Background: an optimization exercise with open tools, aiming at a short achievable clock period and few clock cycles per item. Do not read the settings as production practice. Function was checked by simulation only, so behaviour that the tests miss may differ from the original. Power and IR drop assume default switching activity.

==> flow/design.v <==
`timescale 1ns / 1ps
module divider#(
  parameter WIDTH    = 32,
  parameter CACHING  =  0,
  parameter INIT_VLD =  0
)(
  input clk,
  input rst,
  input start,
  input      [WIDTH-1:0] dividend,
  input      [WIDTH-1:0] divisor,
  output     [WIDTH-1:0] quotient,
  output     [WIDTH-1:0] remainder,
  output reg zeroErr,
  output valid
);
  reg          vld;
  reg [2:0]    cnt;
  reg [31:0]   P;                
  reg [34:0]   AQ;               
  reg [1146:0]  M;               
  assign valid     = vld;
  assign quotient  = AQ[31:0];
  assign remainder = P;
  wire          quick, zeroDivide;
  wire [31:0]   alP;
  wire [34:0]   alAQ;
  wire [2:0]    alCnt;
  wire [1146:0]  mul;
  wire [31:0]   nextP;
  wire [4:0]    digit;
  divider_align u_align (.dividend(dividend), .divisor(divisor), .quick(quick),
    .zeroDivide(zeroDivide), .alP(alP), .alAQ(alAQ), .alCnt(alCnt));
  divider_mults u_mults (.d(divisor), .m(mul));
  wire [36:0] ps = {P, AQ[34:30]};
  wire [1146:0] m = M;
  wire [31:0] ge;
  wire [1023:0] t;
  assign ge[0] = 1'b1;
  assign t[31:0] = ps[31:0];
  wire [37:0] tt1 = {1'b0, ps} - {1'b0, m[36:0]};
  assign ge[1] = ~tt1[37];
  assign t[63:32] = tt1[31:0];
  wire [37:0] tt2 = {1'b0, ps} - {1'b0, m[73:37]};
  assign ge[2] = ~tt2[37];
  assign t[95:64] = tt2[31:0];
  wire [37:0] tt3 = {1'b0, ps} - {1'b0, m[110:74]};
  assign ge[3] = ~tt3[37];
  assign t[127:96] = tt3[31:0];
  wire [37:0] tt4 = {1'b0, ps} - {1'b0, m[147:111]};
  assign ge[4] = ~tt4[37];
  assign t[159:128] = tt4[31:0];
  wire [37:0] tt5 = {1'b0, ps} - {1'b0, m[184:148]};
  assign ge[5] = ~tt5[37];
  assign t[191:160] = tt5[31:0];
  wire [37:0] tt6 = {1'b0, ps} - {1'b0, m[221:185]};
  assign ge[6] = ~tt6[37];
  assign t[223:192] = tt6[31:0];
  wire [37:0] tt7 = {1'b0, ps} - {1'b0, m[258:222]};
  assign ge[7] = ~tt7[37];
  assign t[255:224] = tt7[31:0];
  wire [37:0] tt8 = {1'b0, ps} - {1'b0, m[295:259]};
  assign ge[8] = ~tt8[37];
  assign t[287:256] = tt8[31:0];
  wire [37:0] tt9 = {1'b0, ps} - {1'b0, m[332:296]};
  assign ge[9] = ~tt9[37];
  assign t[319:288] = tt9[31:0];
  wire [37:0] tt10 = {1'b0, ps} - {1'b0, m[369:333]};
  assign ge[10] = ~tt10[37];
  assign t[351:320] = tt10[31:0];
  wire [37:0] tt11 = {1'b0, ps} - {1'b0, m[406:370]};
  assign ge[11] = ~tt11[37];
  assign t[383:352] = tt11[31:0];
  wire [37:0] tt12 = {1'b0, ps} - {1'b0, m[443:407]};
  assign ge[12] = ~tt12[37];
  assign t[415:384] = tt12[31:0];
  wire [37:0] tt13 = {1'b0, ps} - {1'b0, m[480:444]};
  assign ge[13] = ~tt13[37];
  assign t[447:416] = tt13[31:0];
  wire [37:0] tt14 = {1'b0, ps} - {1'b0, m[517:481]};
  assign ge[14] = ~tt14[37];
  assign t[479:448] = tt14[31:0];
  wire [37:0] tt15 = {1'b0, ps} - {1'b0, m[554:518]};
  assign ge[15] = ~tt15[37];
  assign t[511:480] = tt15[31:0];
  wire [37:0] tt16 = {1'b0, ps} - {1'b0, m[591:555]};
  assign ge[16] = ~tt16[37];
  assign t[543:512] = tt16[31:0];
  wire [37:0] tt17 = {1'b0, ps} - {1'b0, m[628:592]};
  assign ge[17] = ~tt17[37];
  assign t[575:544] = tt17[31:0];
  wire [37:0] tt18 = {1'b0, ps} - {1'b0, m[665:629]};
  assign ge[18] = ~tt18[37];
  assign t[607:576] = tt18[31:0];
  wire [37:0] tt19 = {1'b0, ps} - {1'b0, m[702:666]};
  assign ge[19] = ~tt19[37];
  assign t[639:608] = tt19[31:0];
  wire [37:0] tt20 = {1'b0, ps} - {1'b0, m[739:703]};
  assign ge[20] = ~tt20[37];
  assign t[671:640] = tt20[31:0];
  wire [37:0] tt21 = {1'b0, ps} - {1'b0, m[776:740]};
  assign ge[21] = ~tt21[37];
  assign t[703:672] = tt21[31:0];
  wire [37:0] tt22 = {1'b0, ps} - {1'b0, m[813:777]};
  assign ge[22] = ~tt22[37];
  assign t[735:704] = tt22[31:0];
  wire [37:0] tt23 = {1'b0, ps} - {1'b0, m[850:814]};
  assign ge[23] = ~tt23[37];
  assign t[767:736] = tt23[31:0];
  wire [37:0] tt24 = {1'b0, ps} - {1'b0, m[887:851]};
  assign ge[24] = ~tt24[37];
  assign t[799:768] = tt24[31:0];
  wire [37:0] tt25 = {1'b0, ps} - {1'b0, m[924:888]};
  assign ge[25] = ~tt25[37];
  assign t[831:800] = tt25[31:0];
  wire [37:0] tt26 = {1'b0, ps} - {1'b0, m[961:925]};
  assign ge[26] = ~tt26[37];
  assign t[863:832] = tt26[31:0];
  wire [37:0] tt27 = {1'b0, ps} - {1'b0, m[998:962]};
  assign ge[27] = ~tt27[37];
  assign t[895:864] = tt27[31:0];
  wire [37:0] tt28 = {1'b0, ps} - {1'b0, m[1035:999]};
  assign ge[28] = ~tt28[37];
  assign t[927:896] = tt28[31:0];
  wire [37:0] tt29 = {1'b0, ps} - {1'b0, m[1072:1036]};
  assign ge[29] = ~tt29[37];
  assign t[959:928] = tt29[31:0];
  wire [37:0] tt30 = {1'b0, ps} - {1'b0, m[1109:1073]};
  assign ge[30] = ~tt30[37];
  assign t[991:960] = tt30[31:0];
  wire [37:0] tt31 = {1'b0, ps} - {1'b0, m[1146:1110]};
  assign ge[31] = ~tt31[37];
  assign t[1023:992] = tt31[31:0];
  wire [31:0] mx0_0 = ge[1] ? t[63:32] : t[31:0];
  wire [4:0] dx0_0 = ge[1] ? 5'd1 : 5'd0;
  wire [31:0] mx0_1 = ge[3] ? t[127:96] : t[95:64];
  wire [4:0] dx0_1 = ge[3] ? 5'd3 : 5'd2;
  wire [31:0] mx0_2 = ge[5] ? t[191:160] : t[159:128];
  wire [4:0] dx0_2 = ge[5] ? 5'd5 : 5'd4;
  wire [31:0] mx0_3 = ge[7] ? t[255:224] : t[223:192];
  wire [4:0] dx0_3 = ge[7] ? 5'd7 : 5'd6;
  wire [31:0] mx0_4 = ge[9] ? t[319:288] : t[287:256];
  wire [4:0] dx0_4 = ge[9] ? 5'd9 : 5'd8;
  wire [31:0] mx0_5 = ge[11] ? t[383:352] : t[351:320];
  wire [4:0] dx0_5 = ge[11] ? 5'd11 : 5'd10;
  wire [31:0] mx0_6 = ge[13] ? t[447:416] : t[415:384];
  wire [4:0] dx0_6 = ge[13] ? 5'd13 : 5'd12;
  wire [31:0] mx0_7 = ge[15] ? t[511:480] : t[479:448];
  wire [4:0] dx0_7 = ge[15] ? 5'd15 : 5'd14;
  wire [31:0] mx0_8 = ge[17] ? t[575:544] : t[543:512];
  wire [4:0] dx0_8 = ge[17] ? 5'd17 : 5'd16;
  wire [31:0] mx0_9 = ge[19] ? t[639:608] : t[607:576];
  wire [4:0] dx0_9 = ge[19] ? 5'd19 : 5'd18;
  wire [31:0] mx0_10 = ge[21] ? t[703:672] : t[671:640];
  wire [4:0] dx0_10 = ge[21] ? 5'd21 : 5'd20;
  wire [31:0] mx0_11 = ge[23] ? t[767:736] : t[735:704];
  wire [4:0] dx0_11 = ge[23] ? 5'd23 : 5'd22;
  wire [31:0] mx0_12 = ge[25] ? t[831:800] : t[799:768];
  wire [4:0] dx0_12 = ge[25] ? 5'd25 : 5'd24;
  wire [31:0] mx0_13 = ge[27] ? t[895:864] : t[863:832];
  wire [4:0] dx0_13 = ge[27] ? 5'd27 : 5'd26;
  wire [31:0] mx0_14 = ge[29] ? t[959:928] : t[927:896];
  wire [4:0] dx0_14 = ge[29] ? 5'd29 : 5'd28;
  wire [31:0] mx0_15 = ge[31] ? t[1023:992] : t[991:960];
  wire [4:0] dx0_15 = ge[31] ? 5'd31 : 5'd30;
  wire [31:0] mx1_0 = ge[2] ? mx0_1 : mx0_0;
  wire [4:0] dx1_0 = ge[2] ? dx0_1 : dx0_0;
  wire [31:0] mx1_1 = ge[6] ? mx0_3 : mx0_2;
  wire [4:0] dx1_1 = ge[6] ? dx0_3 : dx0_2;
  wire [31:0] mx1_2 = ge[10] ? mx0_5 : mx0_4;
  wire [4:0] dx1_2 = ge[10] ? dx0_5 : dx0_4;
  wire [31:0] mx1_3 = ge[14] ? mx0_7 : mx0_6;
  wire [4:0] dx1_3 = ge[14] ? dx0_7 : dx0_6;
  wire [31:0] mx1_4 = ge[18] ? mx0_9 : mx0_8;
  wire [4:0] dx1_4 = ge[18] ? dx0_9 : dx0_8;
  wire [31:0] mx1_5 = ge[22] ? mx0_11 : mx0_10;
  wire [4:0] dx1_5 = ge[22] ? dx0_11 : dx0_10;
  wire [31:0] mx1_6 = ge[26] ? mx0_13 : mx0_12;
  wire [4:0] dx1_6 = ge[26] ? dx0_13 : dx0_12;
  wire [31:0] mx1_7 = ge[30] ? mx0_15 : mx0_14;
  wire [4:0] dx1_7 = ge[30] ? dx0_15 : dx0_14;
  wire [31:0] mx2_0 = ge[4] ? mx1_1 : mx1_0;
  wire [4:0] dx2_0 = ge[4] ? dx1_1 : dx1_0;
  wire [31:0] mx2_1 = ge[12] ? mx1_3 : mx1_2;
  wire [4:0] dx2_1 = ge[12] ? dx1_3 : dx1_2;
  wire [31:0] mx2_2 = ge[20] ? mx1_5 : mx1_4;
  wire [4:0] dx2_2 = ge[20] ? dx1_5 : dx1_4;
  wire [31:0] mx2_3 = ge[28] ? mx1_7 : mx1_6;
  wire [4:0] dx2_3 = ge[28] ? dx1_7 : dx1_6;
  wire [31:0] mx3_0 = ge[8] ? mx2_1 : mx2_0;
  wire [4:0] dx3_0 = ge[8] ? dx2_1 : dx2_0;
  wire [31:0] mx3_1 = ge[24] ? mx2_3 : mx2_2;
  wire [4:0] dx3_1 = ge[24] ? dx2_3 : dx2_2;
  wire [31:0] mx4_0 = ge[16] ? mx3_1 : mx3_0;
  wire [4:0] dx4_0 = ge[16] ? dx3_1 : dx3_0;
  assign nextP = mx4_0;
  assign digit = dx4_0;
  always @(posedge clk) begin
    if (rst) begin
      vld <= 1'b0;
      cnt <= 0;
    end else if (start) begin
      vld <= quick;
      cnt <= quick ? 3'd0 : alCnt;
    end else if (cnt != 0) begin
      cnt <= cnt - 1'b1;
      if (cnt == 1) vld <= 1'b1;
    end
  end
  always @(posedge clk) begin
    if (rst) zeroErr <= 1'b0;
    else if (start) zeroErr <= zeroDivide;
  end
  always @(posedge clk) begin
    if (start) M <= mul;
  end
  always @(posedge clk) begin
    if (start) begin
      P  <= alP;
      AQ <= alAQ;
    end else if (cnt != 0) begin
      P  <= nextP;
      AQ <= {AQ[29:0], digit};
    end
  end
endmodule
module divider_align (
  input  [31:0] dividend,
  input  [31:0] divisor,
  output        quick,
  output        zeroDivide,
  output [31:0] alP,
  output [34:0] alAQ,
  output [2:0] alCnt
);
  wire [7:0] lt;    
  assign lt[0] = dividend[31:1] < divisor;
  assign lt[1] = dividend[31:6] < divisor;
  assign lt[2] = dividend[31:11] < divisor;
  assign lt[3] = dividend[31:16] < divisor;
  assign lt[4] = dividend[31:21] < divisor;
  assign lt[5] = dividend[31:26] < divisor;
  assign lt[6] = dividend[31:31] < divisor;
  assign lt[7] = divisor != 0;
  wire [7:0] first = lt & ~{lt[6:0], 1'b0};
  assign zeroDivide = divisor == 0;
  assign quick = zeroDivide | lt[0];
  wire [32:0] s0 = {1'b0, dividend} - {1'b0, divisor};
  wire [31:0] cand0 = s0[32] ? dividend : s0[31:0];
  wire [32:0] s1 = {1'b0, {5'd0, dividend[31:5]}} - {1'b0, divisor};
  wire [31:0] cand1 = s1[32] ? {5'd0, dividend[31:5]} : s1[31:0];
  wire [32:0] s2 = {1'b0, {10'd0, dividend[31:10]}} - {1'b0, divisor};
  wire [31:0] cand2 = s2[32] ? {10'd0, dividend[31:10]} : s2[31:0];
  wire [32:0] s3 = {1'b0, {15'd0, dividend[31:15]}} - {1'b0, divisor};
  wire [31:0] cand3 = s3[32] ? {15'd0, dividend[31:15]} : s3[31:0];
  wire [32:0] s4 = {1'b0, {20'd0, dividend[31:20]}} - {1'b0, divisor};
  wire [31:0] cand4 = s4[32] ? {20'd0, dividend[31:20]} : s4[31:0];
  wire [32:0] s5 = {1'b0, {25'd0, dividend[31:25]}} - {1'b0, divisor};
  wire [31:0] cand5 = s5[32] ? {25'd0, dividend[31:25]} : s5[31:0];
  wire [32:0] s6 = {1'b0, {30'd0, dividend[31:30]}} - {1'b0, divisor};
  wire [31:0] cand6 = s6[32] ? {30'd0, dividend[31:30]} : s6[31:0];
  assign alP = ({32{first[0]}} & cand0) |
               ({32{first[1]}} & cand1) |
               ({32{first[2]}} & cand2) |
               ({32{first[3]}} & cand3) |
               ({32{first[4]}} & cand4) |
               ({32{first[5]}} & cand5) |
               ({32{first[6]}} & cand6);
  assign alAQ = ({35{first[1]}} & {dividend[4:0], 30'd0}) |
                ({35{first[2]}} & {dividend[9:0], 25'd0}) |
                ({35{first[3]}} & {dividend[14:0], 20'd0}) |
                ({35{first[4]}} & {dividend[19:0], 15'd0}) |
                ({35{first[5]}} & {dividend[24:0], 10'd0}) |
                ({35{first[6]}} & {dividend[29:0], 5'd0}) |
                ({35{first[7]}} & {3'd0, dividend[31:0]}) |
                {34'd0, (first[0] & ~s0[32]) | (first[1] & ~s1[32]) | (first[2] & ~s2[32]) | (first[3] & ~s3[32]) | (first[4] & ~s4[32]) | (first[5] & ~s5[32]) | (first[6] & ~s6[32])};
  assign alCnt = ({3{first[1]}} & 3'd1) |
                 ({3{first[2]}} & 3'd2) |
                 ({3{first[3]}} & 3'd3) |
                 ({3{first[4]}} & 3'd4) |
                 ({3{first[5]}} & 3'd5) |
                 ({3{first[6]}} & 3'd6) |
                 ({3{first[7]}} & 3'd7);
endmodule
module divider_mults (
  input  [31:0] d,
  output [1146:0] m
);
  wire [36:0] X = {5'd0, d};
  wire [36:0] mul1 = X;
  assign m[36:0] = mul1;
  wire [36:0] mul2 = (X << 1);
  assign m[73:37] = mul2;
  wire [36:0] mul3 = X + (X << 1);
  assign m[110:74] = mul3;
  wire [36:0] mul4 = (X << 2);
  assign m[147:111] = mul4;
  wire [36:0] mul5 = X + (X << 2);
  assign m[184:148] = mul5;
  wire [36:0] mul6 = (X << 1) + (X << 2);
  assign m[221:185] = mul6;
  wire [36:0] mul7 = (X << 3) - X;
  assign m[258:222] = mul7;
  wire [36:0] mul8 = (X << 3);
  assign m[295:259] = mul8;
  wire [36:0] mul9 = X + (X << 3);
  assign m[332:296] = mul9;
  wire [36:0] mul10 = (X << 1) + (X << 3);
  assign m[369:333] = mul10;
  wire [36:0] mul11_s0 = X ^ (X << 1) ^ (X << 3);
  wire [36:0] mul11_c0 = ((X & (X << 1)) | (X & (X << 3)) | ((X << 1) & (X << 3))) << 1;
  wire [36:0] mul11 = mul11_s0 + mul11_c0;
  assign m[406:370] = mul11;
  wire [36:0] mul12 = (X << 2) + (X << 3);
  assign m[443:407] = mul12;
  wire [36:0] mul13_s0 = X ^ (X << 2) ^ (X << 3);
  wire [36:0] mul13_c0 = ((X & (X << 2)) | (X & (X << 3)) | ((X << 2) & (X << 3))) << 1;
  wire [36:0] mul13 = mul13_s0 + mul13_c0;
  assign m[480:444] = mul13;
  wire [36:0] mul14 = (X << 4) - (X << 1);
  assign m[517:481] = mul14;
  wire [36:0] mul15 = (X << 4) - X;
  assign m[554:518] = mul15;
  wire [36:0] mul16 = (X << 4);
  assign m[591:555] = mul16;
  wire [36:0] mul17 = X + (X << 4);
  assign m[628:592] = mul17;
  wire [36:0] mul18 = (X << 1) + (X << 4);
  assign m[665:629] = mul18;
  wire [36:0] mul19_s0 = X ^ (X << 1) ^ (X << 4);
  wire [36:0] mul19_c0 = ((X & (X << 1)) | (X & (X << 4)) | ((X << 1) & (X << 4))) << 1;
  wire [36:0] mul19 = mul19_s0 + mul19_c0;
  assign m[702:666] = mul19;
  wire [36:0] mul20 = (X << 2) + (X << 4);
  assign m[739:703] = mul20;
  wire [36:0] mul21_s0 = X ^ (X << 2) ^ (X << 4);
  wire [36:0] mul21_c0 = ((X & (X << 2)) | (X & (X << 4)) | ((X << 2) & (X << 4))) << 1;
  wire [36:0] mul21 = mul21_s0 + mul21_c0;
  assign m[776:740] = mul21;
  wire [36:0] mul22_s0 = (X << 1) ^ (X << 2) ^ (X << 4);
  wire [36:0] mul22_c0 = (((X << 1) & (X << 2)) | ((X << 1) & (X << 4)) | ((X << 2) & (X << 4))) << 1;
  wire [36:0] mul22 = mul22_s0 + mul22_c0;
  assign m[813:777] = mul22;
  wire [36:0] mul23_s0 = ~X ^ (X << 3) ^ (X << 4);
  wire [36:0] mul23_c0 = ((~X & (X << 3)) | (~X & (X << 4)) | ((X << 3) & (X << 4))) << 1;
  wire [36:0] mul23_s1 = mul23_s0 ^ mul23_c0 ^ 37'd1;
  wire [36:0] mul23_c1 = ((mul23_s0 & mul23_c0) | (mul23_s0 & 37'd1) | (mul23_c0 & 37'd1)) << 1;
  wire [36:0] mul23 = mul23_s1 + mul23_c1;
  assign m[850:814] = mul23;
  wire [36:0] mul24 = (X << 3) + (X << 4);
  assign m[887:851] = mul24;
  wire [36:0] mul25_s0 = X ^ (X << 3) ^ (X << 4);
  wire [36:0] mul25_c0 = ((X & (X << 3)) | (X & (X << 4)) | ((X << 3) & (X << 4))) << 1;
  wire [36:0] mul25 = mul25_s0 + mul25_c0;
  assign m[924:888] = mul25;
  wire [36:0] mul26_s0 = (X << 1) ^ (X << 3) ^ (X << 4);
  wire [36:0] mul26_c0 = (((X << 1) & (X << 3)) | ((X << 1) & (X << 4)) | ((X << 3) & (X << 4))) << 1;
  wire [36:0] mul26 = mul26_s0 + mul26_c0;
  assign m[961:925] = mul26;
  wire [36:0] mul27_s0 = ~X ^ ~(X << 2) ^ (X << 5);
  wire [36:0] mul27_c0 = ((~X & ~(X << 2)) | (~X & (X << 5)) | (~(X << 2) & (X << 5))) << 1;
  wire [36:0] mul27_s1 = mul27_s0 ^ mul27_c0 ^ 37'd2;
  wire [36:0] mul27_c1 = ((mul27_s0 & mul27_c0) | (mul27_s0 & 37'd2) | (mul27_c0 & 37'd2)) << 1;
  wire [36:0] mul27 = mul27_s1 + mul27_c1;
  assign m[998:962] = mul27;
  wire [36:0] mul28 = (X << 5) - (X << 2);
  assign m[1035:999] = mul28;
  wire [36:0] mul29_s0 = X ^ ~(X << 2) ^ (X << 5);
  wire [36:0] mul29_c0 = ((X & ~(X << 2)) | (X & (X << 5)) | (~(X << 2) & (X << 5))) << 1;
  wire [36:0] mul29_s1 = mul29_s0 ^ mul29_c0 ^ 37'd1;
  wire [36:0] mul29_c1 = ((mul29_s0 & mul29_c0) | (mul29_s0 & 37'd1) | (mul29_c0 & 37'd1)) << 1;
  wire [36:0] mul29 = mul29_s1 + mul29_c1;
  assign m[1072:1036] = mul29;
  wire [36:0] mul30 = (X << 5) - (X << 1);
  assign m[1109:1073] = mul30;
  wire [36:0] mul31 = (X << 5) - X;
  assign m[1146:1110] = mul31;
endmodule
==> flow/run.sh <==
#!/bin/bash
# synth_recipe.tcl (not shown) runs the flow's synth.tcl, then flattens the netlist and writes it again
# the make line also repeats each setting of config.mk as NAME=value (left out here)
make -C /OpenROAD-flow-scripts/flow DESIGN_CONFIG=/design/flow/config.mk WORK_HOME=/design/flow/orfs CLKGATE_MAP_FILE= SYNTH_SCRIPT=/design/flow/synth_recipe.tcl finish
==> flow/config.mk <==
export PLATFORM = sky130hd
export DESIGN_NAME = divider
export DESIGN_NICKNAME = divider
export VERILOG_FILES = /design/flow/design.v
export SDC_FILE = /design/flow/constraint.sdc
export NUM_CORES = 4
export LEC_CHECK = 0
export CAP_MARGIN = 20
export CORE_MARGIN = 2
export CORE_UTILIZATION = 40
export SETUP_SLACK_MARGIN = 4.5
export SLEW_MARGIN = 20
export SYNTH_HIERARCHICAL = 1
==> flow/constraint.sdc <==
create_clock -name core_clock -period 7.0 [get_ports {clk}]
set_input_delay 1.4000 -clock core_clock [delete_from_list [all_inputs] [get_ports {clk}]]
set_output_delay 1.4000 -clock core_clock [all_outputs]
set_load 0.01 [all_outputs]
==> results of run 1 <==
[sequential cells by signal, summed over array words and instances, names as in the netlist]
signal,count
P,32
vld,1
cnt,3
AQ,35
M,1147
zeroErr,1
[placed cells by master (no fill, tap or decap), types with 141 or more instances in the layout]
cell type / n
o21a_1: 234
a21oi_1: 1270
nor2_1: 986
buf_6: 689
xnor2_1: 664
a21oi_2: 212
and3_1: 151
clkbuf_16: 184
fa_1: 203
nand4_1: 196
nand2_1: 1013
inv_1: 1653
nand3_1: 329
o211ai_1: 236
a31oi_1: 141
a21o_1: 699
xor2_1: 367
buf_4: 1305
a211oi_1: 164
nor3_1: 233
ha_4: 249
ha_1: 1646
o21ai_0: 643
nand2b_1: 210
buf_12: 308
o21bai_1: 172
edfxtp_1: 1214
[worst reg2reg max path, stage by stage, from the launching register on]
cell	delay, ns
edfxtp_1	0.41
buf_12	0.15
buf_12	0.20
ha_1	0.47
a21oi_1	0.20
o21ai_0	0.22
a21o_1	0.23
a21oi_1	0.53
o21ai_0	0.24
a21oi_2	0.50
o21ai_0	0.21
a21oi_1	0.59
mux2i_1	0.24
o211ai_1	0.16
and4_4	0.32
o211ai_1	0.12
[timing repair]
item,in CTS,in global routing
endpoints found under the setup margin,1673,1482
pin swaps,873,742
cloned,62,9
gates resized for setup,3484,1103
buffers inserted,1049,438
hold buffers,0,0
[modules after synthesis, one instance, submodules excluded]
module | cell area [sq um] | flops+latches
divider | 104000 | 1219
divider_align | 11600 | 0
divider_mults | 35200 | 0
[routing by layer]
layer | GRT usage (%) | vias up | share of wire [%]
met3 | 10.6 | 3055 | 10
li1 | - | 67100 | -
met2 | 68.1 | 9376 | 43
met1 | 51.3 | 76400 | 36
met4 | 37.5 | 14 | 11
met5 | 0 | - | 0.010
[worst min path at each step]
stage | to | cells past startpoint | slack, ns
floorplan | zeroErr | 2 | 0.53
CTS | zeroErr | 2 | 0.50
detailed placement | zeroErr | 2 | 0.49
finish | zeroErr | 2 | 0.49
global placement | zeroErr | 2 | 0.48
global route | zeroErr | 2 | 0.52
[power by group]
part           internal (mW)  total [mW]  switching [mW]
clock network           5.26        9.41            4.15
logic                   32.9        87.2            54.4
registers               10.0        10.8           0.768
total                   48.1         107            59.3
[cells by family (layout without fill, tap and decap cells)]
logic type	after synthesis	after routing	synth area share [%]
AO/OA/AOI/OAI	5538	5538	24.2
XOR/XNOR	1306	1306	7.56
adder cells (fa/ha/maj)	2267	2267	20.1
buffers and inverters	2891	4634	9.02
flip-flops	1219	1219	24.2
multiplexers	220	220	1.51
other	1	86	0.00248
AND/OR/NAND/NOR	4169	4173	13.3
[stage by stage]
stage / worst slack (ns) / hold slack (ns) / std cells / cell area [sq um] / power [mW]
after floorplan: 1.85 / 0.528 / 17700 / 155000 / 49.8
after global placement: 0.474 / 0.478 / 22500 / 163000 / 78.5
after detailed placement: 0.442 / 0.487 / 22500 / 163000 / 78.2
after CTS: 2.02 / 0.502 / 24000 / 195000 / 99.6
after global routing: 1.93 / 0.515 / 24400 / 204000 / 110
final: 1.95 / 0.493 / 24400 / 204000 / 107
[layout make-up]
class	count	area share, %
Timing Repair Buffer	2575	14.1
Sequential cell	1219	17.9
Clock buffer	207	2.19
Antenna cell	33	0.0404
Clock inverter	106	0.573
Inverter	1746	3.32
Multi-Input combinational cell	13600	58.9
Tap cell	4994	3.06
==> summary.txt, run 1 <==
run status=complete, no violations; worst hold path type=reg -> reg; multi-input logic area=120000 sq um; core footprint=376000 sq um; startpoint types=register; PD cells=525 nW/um^2; RePlAce Congestion=1.07; register area=36600 sq um; die area=383000 sq um; CTS tree=yes; number of synthesized flops with an enable pin=1214; Reg2Reg Setup Slack=1.95 ns; setup TNS=0 ns; row cnt=225; drt wl/cell=36.2 um; dominant synthesized flop cell=edfxtp_1; initial antenna violation count=81; Clock Latency Late Sink=0.95 ns; drt first pass iters=10; worst flop-to-flop path startpoint=P[16]; total wire length=885000 um; Crit. End Element=register; Vias/cell=6.38; Levels on crit path=15; worst slew pin tran=1.17 ns; Post-Synthesis Cells=17600; worst path bufs/invs=2; Synth Register Bits=1219; synthesis-to-layout area growth=35.2%; share of cells above drive strength 1=28.1%; fin nets=21600; Final Core Density=54.4%; CTS Buffer Depth=4; Final Skew=0.0675 ns; Final Hold Vio Count=0; DRC marker count from the first detailed-route iteration=19300; CP max stage delay=0.59 ns; Slew HR=21.5%; r2r worst-path depth=15; worst setup path class=reg -> reg; most common cell in the netlist=ha_1; pin count of the biggest net entering global routing=99; CP startpoint=P[16]; RSZ-0062 raised after global routing=yes; crit path to=P[30]; clock-pin slew on the worst setup and hold paths=0.06 ns; vias in the first global route=150000; Final setup violation count=0; CTS H-tree depth=4; Starting Density=40.2%; gr ovfl total=0; leakage power=88.2 nW; Worst Path Max Fanout=17; via count=156000; CP required=7.66 ns; Avg Synthesized Cell Area=8.59 sq um; post-route ant nets=0; first-pass GRT wire length=1170000 um; CP arrival=5.71 ns; dominant cell type by area after synthesis=edfxtp_1; Yosys top cell area share=24.1%; worst path cell trace=buf_12 -> buf_12 -> ha_1 -> a21oi_1 -> o21ai_0 -> a21o_1 -> a21oi_1 -> o21ai_0 -> a21oi_2 -> o21ai_0 -> a21oi_1 -> mux2i_1 -> o211ai_1 -> and4_4 -> o211ai_1; Post-DP HPWL=660000 um; CTS root buffer=clkbuf_16; Slew Limit Fails=0; Max Cap Viol=0; mapped cell area=151000 sq um; I/O Pins=133; Max stage delay cell, worst path=a21oi_1; Largest delay share family, worst path=compound AO/OA/AOI/OAI gates; die height=619 um; Max IR drop VDD=267 uV; Cell variety after synth=134; Die W=619 um; Ys Warns=7; residual DRC count=0; total track usage=44.0%; Async SR Flop Fraction=0%; sequential fraction of the synthesis area=24.2%; CTS sink cnt=1219; Final Critical Period=5.05 ns; Port Buffers=132; Post-synth top cells=ha_1, inv_1, a21oi_1; fmax=0.198 GHz; CTS buffer count=174; fill count=34000; min-delay src=zeroErr; post-route clock period utilization=72.1%; worst r2r dst=P[30]; top cells by area, synth=edfxtp_1, ha_1, a21oi_1
Testbench counts, summed over its fixed seeds: cycles 7,569, items 3,200.
==> run 2, diff against run 1 <==
--- a/flow/config.mk
+++ b/flow/config.mk
@@ -8,6 +8,6 @@
 export CAP_MARGIN = 20
 export CORE_MARGIN = 2
 export CORE_UTILIZATION = 40
-export SETUP_SLACK_MARGIN = 4.5
+export SETUP_SLACK_MARGIN = 3.0
 export SLEW_MARGIN = 20
 export SYNTH_HIERARCHICAL = 1
==> run 2 against run 1 <==
Largest power group unchanged; synthesized area unchanged; critical path depth down 1; global-route usage down 4.0 points; clock skew up 0.040 ns; worst hold slack worse by 0.0042 ns; wire length down 8.9%; still clean; synthesized cell count unchanged; worst setup slack better by 0.040 ns; critical path type is now in -> reg; final cell count down 2.4%; via count down 2.5%; first-iteration DRC count down 3.1%.
==> summary.txt, run 2 <==
run status=complete, no violations; CTS buffer count=171; Post-CTS Hold Buffers=0; Vias/cell=6.38; via count=152000; PD cells=523 nW/um^2; CTS sink cnt=1219; Post-DP HPWL=615000 um; synthesis-to-layout area growth=27.2%; Port Buffers=132; worst setup path class=in -> reg; share of cells above drive strength 1=23.2%; Starting Density=40.2%; Hold WS=0.489 ns; Largest delay share family, worst path=simple AND/OR/NAND/NOR gates; Clock Latency Late Sink=0.98 ns; met2 wire len=344000 um; Synth Register Bits=1219; post-synthesis simple-gate area fraction=13.3%; most frequent cells in the layout=inv_1, ha_1, a21oi_1, buf_4, edfxtp_1; initial antenna violation count=69; DRC marker count from the first detailed-route iteration=18700; core footprint=376000 sq um; CP max stage delay=0.58 ns; Max stage delay cell, worst path=or4_4; startpoint types=primary input; total track usage=40.0%; Final Critical Period=5.01 ns; Final Hold Vio Count=0; die area=383000 sq um; Highest Signal Layer=met5; post-route clock period utilization=71.5%; Max Cap Viol=0; dominant synthesized flop cell=edfxtp_1; post-synthesis mux area share=1.51%; Synth Area in Adders=20.1%; worst slew pin tran=1.29 ns; residual DRC count=0; I/O Pins=133; Slew Limit Fails=0; post-route ant nets=0; fin nets=21000; CTS Buffer Depth=4; most common cell after layout, fill and taps aside=inv_1; setup TNS=0 ns; RSZ-0062 raised after global routing=yes; number of synthesized flops with an enable pin=1214; Routed met1 length=290000 um; clock-pin slew on the worst setup and hold paths=0.06 ns; placed inst area=161000 sq um; top cells by area, synth=edfxtp_1, ha_1, a21oi_1; pin count of the biggest net entering global routing=158; Cell variety after synth=134; total wire length=806000 um; worst hold path type=reg -> reg; Final Cell Area=192000 sq um; main combinational cell family by area after synthesis=compound AO/OA/AOI/OAI gates; CP arrival=5.72 ns; Yosys top cell area share=24.1%; drt wl/cell=33.8 um; mapped cell area=151000 sq um; RePlAce Congestion=1.12; leakage power=82.6 nW; XOR/XNOR Fraction of Synth Area=7.56%; Post-synth top cells=ha_1, inv_1, a21oi_1; fmax=0.200 GHz; max reg flops=1147; Post-Synthesis Cells=17600; Slew HR=13.3%; worst slack, placed=0.0434 ns; drt first pass iters=10; most common cell in the netlist=ha_1; largest registers=M: 1147 flops, AQ: 35 flops, P: 32 flops; largest register by flop count=M; sequential fraction of the synthesis area=24.2%; Final setup violation count=0; Reg2Reg Setup Slack=2.13 ns; row cnt=225; Ys Warns=7; Worst Path Max Fanout=5; CTS H-tree depth=4; Power, Total=101 mW; gr ovfl total=0; met3 WL=89900 um; worst path bufs/invs=2; die height=619 um; Die W=619 um; Compound-Gate Fraction of Synth Area=24.2%; CTS root buffer=clkbuf_16; worst path cell trace=buf_8 -> or4_4 -> or4_4 -> or3_4 -> a211oi_4 -> nand2b_4 -> nor3_2 -> a21o_4 -> a221oi_4 -> o211ai_1 -> nand2b_4 -> o41a_1 -> buf_6 -> o41a_1; final worst slack=1.99 ns; Crit. End Element=register; CTS tree=yes; first-pass GRT wire length=1080000 um; Max IR drop VDD=306 uV; vias in the first global route=145000; Final Skew=0.107 ns; Async SR Flop Fraction=0%; CP required=7.72 ns; dominant cell type by area after synthesis=edfxtp_1; Avg Synthesized Cell Area=8.59 sq um
==> run 2: cell counts after synthesis <==
Identical to the previous run, type by type.
==> run 2: per-module statistics from Yosys, one instance, submodules excluded <==
module,area [sq um],flip-flops and latches,cells inside
divider_mults,35200,0,4496
divider,104000,1219,11500
divider_align,11600,0,1642
==> run 2: through the flow <==
| stage | cells | utilization (%) |
|---|---|---|
| after global routing | 23800 | 51.1 |
| after floorplan | 17700 | - |
| after detailed placement | 22400 | 42.8 |
| after CTS | 23400 | 48.3 |
| final | 23800 | 51.2 |
| after global placement | 22400 | 42.8 |
==> run 2: what timing repair did <==
action / CTS / global route
pin swaps: 395 / 706
endpoints found under the hold margin: 0 / 0
gates cloned: 31 / 9
endpoints found under the setup margin: 653 / 402
buffers inserted: 602 / 435
resized for setup: 1753 / 1363
==> run 2: tightest hold or removal path: stages (launching register included) <==
cell	delay, ns
dfxtp_1	0.32
mux2i_1	0.06
nor2_1	0.07
==> run 2: cell type report <==
class                           instances  area (sq um)
Fill cell                           34800        184000
Multi-Input combinational cell      13600        116000
Sequential cell                      1219         36600
Timing Repair Buffer                 1979         20900
Inverter                             1746          6760
Tap cell                             4994          6250
Clock buffer                          186          4370
Clock inverter                        126          1510
Antenna cell                           34          85.1
==> run 2: metal layers <==
metal	global-route usage (%)	up-vias
li1	-	65800
met1	47.3	73900
met2	61.7	9471
met3	9.73	2784
met4	32.6	18
met5	0.0505	-
==> run 2: path summary, 6_finish.rpt <==
kind                            cells past startpoint         from      end
worst min-delay path                                2      zeroErr  zeroErr
worst min register to register                      2      zeroErr  zeroErr
worst max-delay path                               14  divisor[20]    P[31]
worst max register to register                     17         P[3]    P[31]
==> run 2: report_power, final <==
group	switching [mW]	leakage (nW)	internal, mW
registers	0.695	11.9	10.0
clock network	4.17	2.83	5.60
logic	50.5	67.8	29.6
total	55.4	82.6	45.2
==> run 2: logic make-up (layout without fill, tap and decap cells) <==
group / Yosys count / count (layout)
buf+inv: 2891 / 4037
compound gates: 5538 / 5540
mux: 220 / 220
flops: 1219 / 1219
fa+ha+maj: 2267 / 2267
other cells: 1 / 87
xor+xnor: 1306 / 1306
simple gates: 4169 / 4170
==> run 3, diff against run 2 <==
--- a/flow/config.mk
+++ b/flow/config.mk
@@ -8,6 +8,6 @@
 export CAP_MARGIN = 20
 export CORE_MARGIN = 2
 export CORE_UTILIZATION = 40
-export SETUP_SLACK_MARGIN = 3.0
+export SETUP_SLACK_MARGIN = 2.0
 export SLEW_MARGIN = 20
 export SYNTH_HIERARCHICAL = 1
==> run 3 against run 2 <==
Core utilization down 6.1 points; final area down 12%; highest routed layer unchanged; still clean on timing, DRC and antenna; sequential power about the same; wire length down 8.6%; sequential share of layout area up 2.6 points; register-to-register slack worse by 0.21 ns; critical path type unchanged.
==> summary.txt, run 3 <==
run status=complete, no violations; sequential fraction of the synthesis area=24.2%; largest registers=M: 1147 flops, AQ: 35 flops, P: 32 flops; CTS root buffer=clkbuf_16; largest register by flop count=M; CTS buffer count=168; fmax=0.196 GHz; Max IR drop VDD=338 uV; total track usage=36.9%; Hold WS=0.496 ns; Post-synth top cells=ha_1, inv_1, a21oi_1; Final Hold Vio Count=0; worst slew pin tran=1.27 ns; leakage power=75.1 nW; die height=619 um; Yosys top cell area share=24.1%; initial antenna violation count=82; Synth Register Bits=1219; Slew HR=14.9%; CTS sink cnt=1219; worst hold path type=reg -> reg; CTS Buffer Depth=4; total wire length=737000 um; Worst Path Max Fanout=3; pin count of the biggest net entering global routing=144; final worst slack=1.90 ns; dominant synthesized flop cell=edfxtp_1; top cells by area, synth=edfxtp_1, ha_1, a21oi_1; CTS H-tree depth=4; DRC marker count from the first detailed-route iteration=17700; Cell variety after synth=134; Final Critical Period=5.10 ns; Power, Total=88.5 mW; Avg Synthesized Cell Area=8.59 sq um; drt wl/cell=32.1 um; mapped cell area=151000 sq um; fin nets=20100; most frequent cells in the layout=ha_1, inv_1, a21oi_1, edfxtp_1, nor2_1; via count=145000; Crit. End Element=register; vias in the first global route=138000; most common cell in the netlist=ha_1; Post-DP HPWL=592000 um; synthesis-to-layout area growth=11.9%; PD cells=523 nW/um^2; residual DRC count=0; share of cells above drive strength 1=11.0%; Async SR Flop Fraction=0%; setup TNS=0 ns; Vias/cell=6.31; Slew Limit Fails=0; die area=383000 sq um; max reg flops=1147; Die W=619 um; Clock Latency Late Sink=0.96 ns; CP required=7.62 ns; CP arrival=5.72 ns; worst slack, placed=0.271 ns; most common cell after layout, fill and taps aside=ha_1; worst setup path class=in -> reg; number of synthesized flops with an enable pin=1214; post-route ant nets=0; drt first pass iters=9; RSZ-0062 raised after global routing=yes; post-route clock period utilization=72.8%; clock-pin slew on the worst setup and hold paths=0.06 ns; startpoint types=primary input; I/O Pins=133; Port Buffers=132; RePlAce Congestion=1.13; core footprint=376000 sq um; Final setup violation count=0; row cnt=225; Max Cap Viol=0; CTS tree=yes; Final Skew=0.112 ns; Starting Density=40.2%; dominant cell type by area after synthesis=edfxtp_1; Reg2Reg Setup Slack=1.92 ns; Post-Synthesis Cells=17600; gr ovfl total=0; first-pass GRT wire length=1000000 um; Ys Warns=7
-- run 3: cell count changes in the layout (fill, tap and decap cells not counted), sizes merged, moves of 3 or more --
cell / delta
dlygate4sd2: -7
diode: -14
bufbuf: -15
clkdlybuf4s50: +22
clkbuf: +13
bufinv: -13
inv: +36
clkinv: -5
buf: -842
clkdlybuf4s15: -10
clkinvlp: -42
dlymetal6s2s: +3
-- run 3: cells by family after synthesis --
kind of cell	Yosys count	share of synthesized area (%)
DFF	1219	24.2
adders and majority gates	2267	20.1
AOI/OAI and AO/OA	5538	24.2
xor gates and xnor gates	1306	7.56
muxes	220	1.51
other	1	0.00248
buffers and inverters	2891	9.02
and+or+nand+nor	4169	13.3
-- run 3: report_power, final --
| group | internal, mW | switching (mW) |
|---|---|---|
| sequential | 10.0 | 0.709 |
| combinational | 23.9 | 44.8 |
| clock | 5.08 | 4.01 |
-- run 3: per-module statistics from Yosys (local to each module, per instance) --
module | times used | flip-flops and latches
divider_mults | 1 | 0
divider | 1 | 1219
divider_align | 1 | 0
-- run 3: what timing repair did --
item | CTS | global route
setup buffers | 145 | 86
gates cloned | 0 | 8
gates resized for setup | 270 | 336
endpoints found under the setup margin | 169 | 150
endpoints found under the hold margin | 0 | 0
pin swaps | 41 | 92
hold buffers | 0 | 0
-- run 3: layout make-up --
class | instances | area (sq um)
Fill cell | 37300 | 207000
Multi-Input combinational cell | 13600 | 104000
Sequential cell | 1219 | 36600
Timing Repair Buffer | 1127 | 10500
Inverter | 1746 | 6620
Tap cell | 4994 | 6250
Clock buffer | 201 | 4370
Clock inverter | 102 | 1080
Antenna cell | 20 | 50.0
-- run 3: through the flow --
stage	utilization [%]	area, sq um	instances
after floorplan	-	152000	17700
after global placement	42.2	159000	22400
after detailed placement	42.2	159000	22400
after CTS	44.4	167000	22800
after global routing	45.0	169000	22900
final	45.0	169000	23000
-- run 3: path summary, 6_finish.rpt --
check | to | cells after the start | startpoint
worst min-delay path | zeroErr | 2 | zeroErr
worst min register to register | zeroErr | 2 | zeroErr
worst max register to register | P[31] | 17 | P[2]
worst max-delay path | M[924] | 17 | divisor[1]
-- run 3: critical path, cell delays in order --
cell and delay [ns]:
buf_12 0.12, clkinvlp_4 0.25, buf_6 0.21, fa_1 0.55, inv_2 0.07, ha_4 0.18
fa_2 0.43, a21oi_4 0.20, o211ai_1 0.17, a2111o_1 0.48, a41o_4 0.32, a311oi_4 0.37
o21ai_1 0.12, a21o_1 0.21, and3_4 0.22, a221oi_4 0.31, a21oi_1 0.10
-- run 3: per-layer routing --
layer	vias up	share of wire, %	track usage (%)
met1	70500	37	44.6
met2	8170	43	57.2
li1	64100	-	-
met4	22	9.4	28.2
met3	2199	10	7.85
met5	-	0.022	0.101
==> run 4, diff against run 3 <==
--- a/flow/config.mk
+++ b/flow/config.mk
@@ -7,7 +7,7 @@
 export LEC_CHECK = 0
 export CAP_MARGIN = 20
 export CORE_MARGIN = 2
-export CORE_UTILIZATION = 40
-export SETUP_SLACK_MARGIN = 2.0
+export CORE_UTILIZATION = 45
+export SETUP_SLACK_MARGIN = 4.5
 export SLEW_MARGIN = 20
 export SYNTH_HIERARCHICAL = 1
==> run 4 against run 3 <==
Die area is 11% lower; core utilization is 16 points higher; synthesized cell count stayed put; sequential power hardly changed; synthesized area stayed put; critical path type is now reg -> reg.
==> summary.txt, run 4 <==
CTS tree=yes; Synth Area in Adders=20.1%; worst path cell trace=buf_4 -> buf_12 -> ha_2 -> a21o_1 -> a21oi_2 -> o21ai_1 -> a31o_2 -> a221o_1 -> o21ai_2 -> buf_4 -> nand2_2 -> buf_12 -> buf_4 -> nand2_2 -> nand2_1 -> a211oi_2 -> o211ai_1 -> clkbuf_16 -> a221oi_4; Synth Register Bits=1219; sequential fraction of the synthesis area=24.2%; startpoint types=register; vias in the first global route=150000; most common cell in the netlist=ha_1; Global Route met3 Usage=11.7%; CP required=7.61 ns; die area=341000 sq um; leakage power=88.1 nW; r2r worst-path depth=19; number of synthesized flops with an enable pin=1214; Clock Latency Late Sink=0.95 ns; Crit. End Element=register; gr busiest metal=met2; Slew Limit Fails=0; synthesis-to-layout area growth=34.6%; CP dominant cell by count=buf_4; CTS Buffer Depth=4; post-route ant nets=0; DRC marker count from the first detailed-route iteration=19800; run status=complete, no violations; Reg2Reg Setup Slack=1.90 ns; CP max stage delay=0.76 ns; post-synthesis simple-gate area fraction=13.3%; mapped cell area=151000 sq um; fmax=0.196 GHz; drt first pass iters=10; final non-filler cell total=23800; Yosys top cell area share=24.1%; Vias/cell=6.59; post-synthesis mux area share=1.51%; Final Core Density=60.9%; clock-pin slew on the worst setup and hold paths=0.07 ns; Compound-Gate Fraction of Synth Area=24.2%; max reg flops=1147; row cnt=212; worst r2r dst=AQ[0]; RePlAce Congestion=1.13; Final Critical Period=5.10 ns; Final Skew=0.0516 ns; hold endpoint=zeroErr; Cell variety after synth=134; Ys Warns=7; fin nets=21600; worst setup path class=reg -> reg; Port Buffers=132; largest register by flop count=M; drt wl/cell=34.9 um; RSZ-0062 raised after global routing=yes; Max Cap Viol=0; Avg Synthesized Cell Area=8.59 sq um; core footprint=334000 sq um; Die W=584 um; Hold Path Stages=2; dpl cells=21800; main combinational cell family by area after synthesis=compound AO/OA/AOI/OAI gates; share of cells above drive strength 1=28.1%; top cells by area, synth=edfxtp_1, ha_1, a21oi_1; placed inst area=161000 sq um; I/O Pins=133; worst slew pin tran=1.29 ns; Final setup violation count=0; PD cells=513 nW/um^2; Starting Density=45.3%; largest registers=M: 1147 flops, AQ: 35 flops, P: 32 flops; Max stage delay cell, worst path=a221oi_4; initial antenna violation count=92; total track usage=46.3%; CTS buffer count=169; register area=36600 sq um; Post-DP HPWL=615000 um; pin count of the biggest net entering global routing=115; most frequent cells in the layout=inv_1, ha_1, buf_4, a21oi_1, edfxtp_1; total wire length=832000 um; met2 Track Usage GR=70.4%; residual DRC count=0; XOR/XNOR Fraction of Synth Area=7.56%; via count=157000; worst hold path type=reg -> reg; worst flop-to-flop path startpoint=P[17]; fill count=28200; Max IR drop VDD=327 uV; Worst Path Max Fanout=16; dominant synthesized flop cell=edfxtp_1; post-route clock period utilization=72.9%; Slew HR=14.2%; dominant cell type by area after synthesis=edfxtp_1; Post-CTS Hold Buffers=0; Post-synth top cells=ha_1, inv_1, a21oi_1; setup TNS=0 ns; Final Hold Vio Count=0; CTS sink cnt=1219; CP arrival=5.72 ns; most common cell after layout, fill and taps aside=inv_1; grt met1 use=53.9%; Final Cell Area=204000 sq um; die height=584 um; min-delay src=zeroErr; gr ovfl total=0; multi-input logic area=121000 sq um; CTS root buffer=clkbuf_16; CTS H-tree depth=4; first-pass GRT wire length=1110000 um; Async SR Flop Fraction=0%; Post-Synthesis Cells=17600
## run 4: cell types whose count changed in the layout (fill, tap and decap cells not counted), sizes merged, moves of 4 or more
cell	before	now
buf	1018	2526
bufbuf	0	26
bufinv	16	20
clkdlybuf4s15	0	10
clkdlybuf4s50	91	1
clkinvlp	25	46
diode	20	40
dlygate4sd2	4	15
inv	1740	1712
## run 4: worst max-delay path, delay by kind of cell, from the launching register on
family | cells | cell delay, ns
AO/OA/AOI/OAI | 9 | 2.57
buffers and inverters | 6 | 1.10
flip-flops | 1 | 0.45
adder cells (fa/ha/maj) | 1 | 0.38
AND/OR/NAND/NOR | 3 | 0.21
## run 4: what timing repair did
action                                  in CTS  in global routing
setup buffers                             1090                543
endpoints found under the hold margin        0                  0
resized for setup                         3371               1200
pin swaps                                  864                816
cloned                                      50                  6
endpoints found under the setup margin    1560               1363
## run 4: metrics by stage
step                      power (mW)  setup WS, ns  hold WS [ns]
after floorplan                 49.8          1.85         0.528
after global placement          75.6         0.274         0.476
after detailed placement        75.6         0.241         0.489
after CTS                       95.7          2.09         0.507
after global routing             107          1.88         0.558
final                            104          1.90         0.505
## run 4: how the worst max path moves through the flow
stage                     slack, ns  cells after the start       start      to
after floorplan                1.85                     15  divisor[1]  M[924]
after global placement         0.27                     17  divisor[2]   P[31]
after detailed placement       0.24                     17  divisor[2]   P[31]
after CTS                      2.09                     22      AQ[30]   P[30]
after global routing           1.88                     22      AQ[30]   P[30]
final                          1.90                     19       P[17]   AQ[0]
## run 4: power breakdown
part	switching, mW	internal, mW	total, mW	leakage (nW)
Combinational	52.1	32.4	84.5	73.5
Clock	3.98	5.22	9.20	2.66
Sequential	0.693	10.0	10.7	11.9
Total	56.8	47.6	104	88.1
## run 4: area by class of cell
cell class                      instances  area share, %
Multi-Input combinational cell      13600           59.2
Sequential cell                      1219           18.0
Timing Repair Buffer                 2597           14.1
Inverter                             1746           3.32
Tap cell                             4387           2.70
Clock buffer                          195           2.16
Clock inverter                        102          0.526
Antenna cell                           40         0.0492
## run 4: per-module statistics from Yosys, one instance, submodules excluded
module	copies in the design	cells inside
divider_align	1	1642
divider_mults	1	4496
divider	1	11500
## run 4: routing by layer
metal  share of wire, %  wire length (um)
met2                 42            350000
met5              0.017               140
met1                 35            289000
met3                 12             96500
met4                 12             96800
## run 4: logic make-up (layout without fill, tap and decap cells)
family	count (synthesis)	in the layout
adders and majority gates	2267	2267
xor gates and xnor gates	1306	1306
buffers and inverters	2891	4640
AOI/OAI and AO/OA	5538	5539
other	1	93
and+or+nand+nor	4169	4173
DFF	1219	1219
muxes	220	220

[afterwards: timing with drivers on the ports]
How much do the figures lean on ideal ports? The routed layouts below were timed once more, with nothing changed but the port constraints. Step 1 (the two cells are an assumption about what drives the block):
set clk [get_ports {clk}]
set_driving_cell -lib_cell sky130_fd_sc_hd__clkbuf_16 $clk
set_driving_cell -lib_cell sky130_fd_sc_hd__buf_2 [delete_from_list [all_inputs] $clk]
Step 2 adds t to the input delays and takes it off the output delays; t is the mean of the earliest and latest rising clock arrival at the registers after step 1. Input paths then give back, and output paths get back, about the clock's delay inside the block. a / b / c = ideal / step 1 / step 2; a / b = the first two.
run | t (ns) | setup WS [ns] | latest minus earliest clock arrival (ns) | cell pins on the clock port's net
run 1 | 1.048 | 1.954 / 1.954 / 1.111 | 0.076 / 0.076 | 1
run 2 | 1.044 | 1.994 / 2.017 / 0.973 | 0.109 / 0.110 | 1
run 3 | 1.030 | 1.903 / 1.924 / 0.926 | 0.115 / 0.115 | 1
run 4 | 1.036 | 1.898 / 1.898 / 1.024 | 0.057 / 0.058 | 1
After both steps every run listed still meets setup and hold. For run 2, which loses most, drivers alone change the setup slack by +0.023 ns; drivers and shift together by -1.021 ns.
